Context: an optimization exercise on an open-source flow, tuned for small area and a short achievable clock period. The choices shown serve that exercise and are no tape-out recipe. RTL that was checked went through simulation tests only; none was proved equivalent to the original. Power is estimated from default activity; no workload was simulated.

Design TPU_optimized, start of the top module:
module TPU_optimized #(
    parameter DEPTH     = 4,
    parameter BIT_WIDTH = 8,
    parameter ACC_WIDTH = 24
)
(
    input clk,
    input control,
    input [(BIT_WIDTH*DEPTH)-1:0] data_arr,
    input [(BIT_WIDTH*DEPTH)-1:0] wt_arr,
    output [(ACC_WIDTH*DEPTH)-1:0] acc_out
);
    reg [11:0] sel0;
    reg [11:0] sel1;
    reg [11:0] sel2;
    reg [7:0] wr0;
    reg [9:0] w3r0;
    reg [7:0] wr1;
    reg [9:0] w3r1;
    reg [7:0] wr2;
    reg [9:0] w3r2;
    reg [7:0] wr3;
    reg [9:0] w3r3;
    reg [11:0] sel0d;
    reg [7:0] wrd0;
    reg [9:0] w3rd0;
    reg [7:0] wrd1;
    reg [9:0] w3rd1;
    reg [7:0] wrd2;
    reg [9:0] w3rd2;
    reg [7:0] wrd3;
    reg [9:0] w3rd3;
    reg [15:0] p3_0_0;
    reg [15:0] p3_0_1;
    reg [15:0] p3_1_0;
    reg [15:0] p3_1_1;
    reg [15:0] p3_2_0;
    reg [15:0] p3_2_1;
    reg [15:0] p3_3_0;
    reg [15:0] p3_3_1;
    reg [16:0] s2_0_0;
    reg [16:0] s2_0_1;
    reg [17:0] s3_0_0;
    reg [17:0] s3_0_1;
    reg [17:0] o0;
    reg [16:0] s2_1_0;
    reg [16:0] s2_1_1;
    reg [17:0] s3_1_0;
    reg [17:0] s3_1_1;
    reg [17:0] o1;
    reg [16:0] s2_2_0;
    reg [16:0] s2_2_1;
    reg [17:0] s3_2_0;
    reg [17:0] s3_2_1;
    reg [17:0] o2;
    reg [16:0] s2_3_0;
    reg [16:0] s2_3_1;
    reg [17:0] s3_3_0;
    reg [17:0] s3_3_1;
    reg [17:0] o3;
    wire [7:0] d0 = data_arr[7:0];
    wire [11:0] sel0_d = {control & d0[6] & d0[7], control & ~d0[6] & d0[7], control & d0[6] & ~d0[7], control & d0[4] & d0[5], control & ~d0[4] & d0[5], control & d0[4] & ~d0[5], control & d0[2] & d0[3], control & ~d0[2] & d0[3], control & d0[2] & ~d0[3], control & d0[0] & d0[1], control & ~d0[0] & d0[1], control & d0[0] & ~d0[1]};
  ...
Settings: LEC_CHECK=0, CAP_MARGIN=20, CORE_MARGIN=2, CORE_UTILIZATION=40, CTS_BUF_LIST=sky130_fd_sc_hd__clkbuf_4 sky130_fd_sc_hd__clkbuf_8, SETUP_SLACK_MARGIN=3.9, SLEW_MARGIN=20; clock period 7.5 ns.
run.sh (not shown) runs the stock make flow with config.mk's settings and CLKGATE_MAP_FILE= SYNTH_SCRIPT=/design/flow/synth_recipe.tcl, a recipe that flattens the netlist after the stock synthesis.
The first run finished with timing, DRC and antenna clean.
Next try:
==> flow/flow/run.sh (new file) <==
#!/bin/bash
# Layout flow: the standard ORFS flow (standard.sh, unchanged synthesis), with
# the port buffers that placement inserts on every input and output made
# sky130_fd_sc_hd__buf_4 instead of the resizer's default delay-buffer choice.
# Each tool's full output stays in orfs/logs/; make's own output goes to
# flow_make.log in the work folder.
set -euo pipefail
export BUFFER_PORTS_ARGS="-buffer_cell sky130_fd_sc_hd__buf_4"
bash standard.sh > flow_make.log 2>&1
==> flow/standard.sh (new file) <==
#!/bin/bash
# synth_recipe.tcl (not shown) runs the flow's synth.tcl, then flattens the netlist and writes it again
# the make line also repeats each setting of config.mk as NAME=value (left out here)
make -C /OpenROAD-flow-scripts/flow DESIGN_CONFIG=/design/flow/config.mk WORK_HOME=/design/flow/orfs CLKGATE_MAP_FILE= SYNTH_SCRIPT=/design/flow/synth_recipe.tcl "${@:-finish}"
--- a/flow/config.mk
+++ b/flow/config.mk
@@ -10,4 +10,5 @@
 export CORE_UTILIZATION = 40
-export CTS_BUF_LIST = sky130_fd_sc_hd__clkbuf_4 sky130_fd_sc_hd__clkbuf_8
-export SETUP_SLACK_MARGIN = 3.9
+export CTS_CLUSTER_DIAMETER = 100
+export CTS_CLUSTER_SIZE = 30
+export SETUP_SLACK_MARGIN = 4.1
 export SLEW_MARGIN = 20
removed: flow/run.sh
- via count went down by about 3.4%
- setup slack improves by 220 ps
- sequential power hardly moves
- critical path depth went up by 1
Next try:
--- a/flow/config.mk
+++ b/flow/config.mk
@@ -10,5 +10,5 @@
 export CORE_UTILIZATION = 40
-export CTS_CLUSTER_DIAMETER = 100
-export CTS_CLUSTER_SIZE = 30
-export SETUP_SLACK_MARGIN = 4.1
+export CTS_CLUSTER_DIAMETER = 80
+export CTS_CLUSTER_SIZE = 24
+export SETUP_SLACK_MARGIN = 3.95
 export SLEW_MARGIN = 20
The new run completed without violations.
Setup slack degrades by 120 ps.
Maximum frequency drops by 3.5%.
Wire length drops by 0.46%.
Core utilization hardly moves.
Synthesized area is unchanged.
Next try:
--- a/flow/config.mk
+++ b/flow/config.mk
@@ -12,3 +12,3 @@
 export CTS_CLUSTER_SIZE = 24
-export SETUP_SLACK_MARGIN = 3.95
+export SETUP_SLACK_MARGIN = 4.1
 export SLEW_MARGIN = 20
What happened: Setup slack gains 120 ps. Via count fell by 0.43%. Design area rose by 0.81%. Total power rose by 1.1%. Utilization rose by 0.35 points. Count of clock-buffer cells in the layout stays the same. Combinational power rose by about 0.6%. Flip-flop and latch count does not change. Cell count hardly moves.
Next try:
--- a/flow/config.mk
+++ b/flow/config.mk
@@ -10,5 +10,3 @@
 export CORE_UTILIZATION = 40
-export CTS_CLUSTER_DIAMETER = 80
-export CTS_CLUSTER_SIZE = 24
-export SETUP_SLACK_MARGIN = 4.1
+export SETUP_SLACK_MARGIN = 4.4
 export SLEW_MARGIN = 20
Result: The changed run finished with timing, DRC and antenna clean. Cell area rose by a little under a tenth. Worst setup slack improves by 82 ps. Via count rose by a few percent. Combinational power rose by roughly a tenth. Final cell count rose by a few percent. Synthesized cell count does not change. Global-route usage rose by 1.3 points. Sequential share of layout area fell by 1.8 points. Wire length rose by roughly a tenth. Count of clock-buffer cells in the layout rose by 48. Total power rose by about a fifth.
Next try:
--- a/flow/config.mk
+++ b/flow/config.mk
@@ -10,3 +10,6 @@
 export CORE_UTILIZATION = 40
-export SETUP_SLACK_MARGIN = 4.4
+export CTS_CLUSTER_DIAMETER = 80
+export CTS_CLUSTER_SIZE = 24
+export SETUP_SLACK_MARGIN = 4.1
 export SLEW_MARGIN = 20
+export TNS_END_PERCENT = 5
Outcome: Final cell count fell by about 2.7%; first-iteration DRC count fell by 3.8%; wire length fell by about 9%; total power fell by about 14%; worst setup slack loses 200 ps; count of clock-buffer cells in the layout fell by 44; global-route usage fell by 1.2 points; non-clock buffer count fell by 79; hold slack gains 6.2 ps; maximum frequency fell by about 6%; sequential cell count is unchanged.

Another version of the RTL of TPU_optimized (not shown whole).
For scale: roughly 720 flip-flops, about 160 I/O pins, roughly 0.045 mm² of cells after synthesis.
export LEC_CHECK = 0
export CAP_MARGIN = 20
export CORE_MARGIN = 2
export CORE_UTILIZATION = 40
export SLEW_MARGIN = 20
create_clock -name core_clock -period 7.5 [get_ports {clk}]
Stock flow here: none of the scripts above is used.
Change:
SETUP_SLACK_MARGIN = 4.3   (was not set)
The new run went through all stages and came out clean.
Clock-buffer cell count goes down by 2.
First-iteration DRC count came out higher by 3.5%.
Wire length rose by 2.6%.
Hold slack degrades by 0.012 ns.
Clock skew stays flat.
Power is higher by 17%.
Flip-flop and latch count stays the same.
Final area goes up by 3.9%.
Via count rises by 1.7%.
Maximum frequency rises by 9.4%.
No run of this note included a check of the RTL's function; only the layout flow was run.

TPU_optimized with an RTL version that a note above also has.
For scale: about 3900 cells after synthesis, about 640 flip-flops, about 160 I/O pins, roughly 41000 um2 of cells after synthesis.
clock: 7.5 ns
lec_check: 0
cap_margin: 20
core_margin: 2
core_utilization: 40
cts_cluster_diameter: 80
cts_cluster_size: 24
place_density: 0.72
setup_slack_margin: 4.1
slew_margin: 20
standard.sh (not shown) runs the stock make flow with config.mk's settings and CLKGATE_MAP_FILE= SYNTH_SCRIPT=/design/flow/synth_recipe.tcl, a recipe that flattens the netlist after the stock synthesis.
==> flow/flow/run.sh <==
#!/bin/bash
# Layout flow: the standard ORFS flow (standard.sh, unchanged synthesis), with
# the port buffers that placement inserts on every input and output made
# sky130_fd_sc_hd__buf_4 instead of the resizer's default delay-buffer choice.
# Each tool's full output stays in orfs/logs/; make's own output goes to
# flow_make.log in the work folder.
set -euo pipefail
export BUFFER_PORTS_ARGS="-buffer_cell sky130_fd_sc_hd__buf_4"
bash standard.sh > flow_make.log 2>&1
Next try:
CTS_CLUSTER_DIAMETER = not set   (was 80)
CTS_CLUSTER_SIZE = not set   (was 24)
PLACE_DENSITY = not set   (was 0.72)
Effect: Clock power rose by well over a third; final area rose by a few percent; power rose by a little under a tenth; worst hold slack got worse by 6.6 ps; critical path depth stays the same; core utilization rose by 1.1 points; setup slack improved by 37 ps.

-- static timing again, ports no longer ideal --
How much do the figures lean on ideal ports? The routed layouts below were timed once more, with nothing changed but the port constraints.
Step 1: set_driving_cell puts a clkbuf_16 on clk and a buf_2 on each other input, an assumption about the parent block.
Step 2 also shifts input and output timing later by t, the mid clock arrival at the registers, as if the neighbouring blocks saw the same clock.
Three values: no drivers, after step 1, after step 2; two values: the first two.
| run | t (ns) | setup WS [ns] | pins driven straight from the clock port |
|---|---|---|---|
| the first run of note 1 | 0.811 | 3.953 / 3.981 / 3.169 | 1 |
| the second run of note 1 | 0.715 | 4.170 / 4.181 / 3.467 | 1 |
| the third run of note 1 | 0.679 | 4.051 / 4.058 / 3.401 | 1 |
| the fourth run of note 1 | 0.680 | 4.174 / 4.159 / 3.479 | 1 |
| the fifth run of note 1 | 0.688 | 4.256 / 4.030 / 3.342 | 1 |
| the sixth run of note 1 | 0.702 | 4.057 / 4.076 / 3.374 | 1 |
| the first run of note 2 | 0.708 | 3.759 / 3.759 / 3.219 | 1 |
| the second run of note 2 | 0.705 | 4.081 / 4.081 / 3.684 | 1 |
| the first run of note 3 | 0.685 | 4.127 / 4.127 / 3.473 | 1 |
| the second run of note 3 | 0.694 | 4.164 / 4.164 / 3.472 | 1 |
After both steps every run listed still meets setup and hold. The setup slack of the fifth run of note 1, which loses most, moves by -0.226 ns with the drivers and by -0.914 ns with both steps.
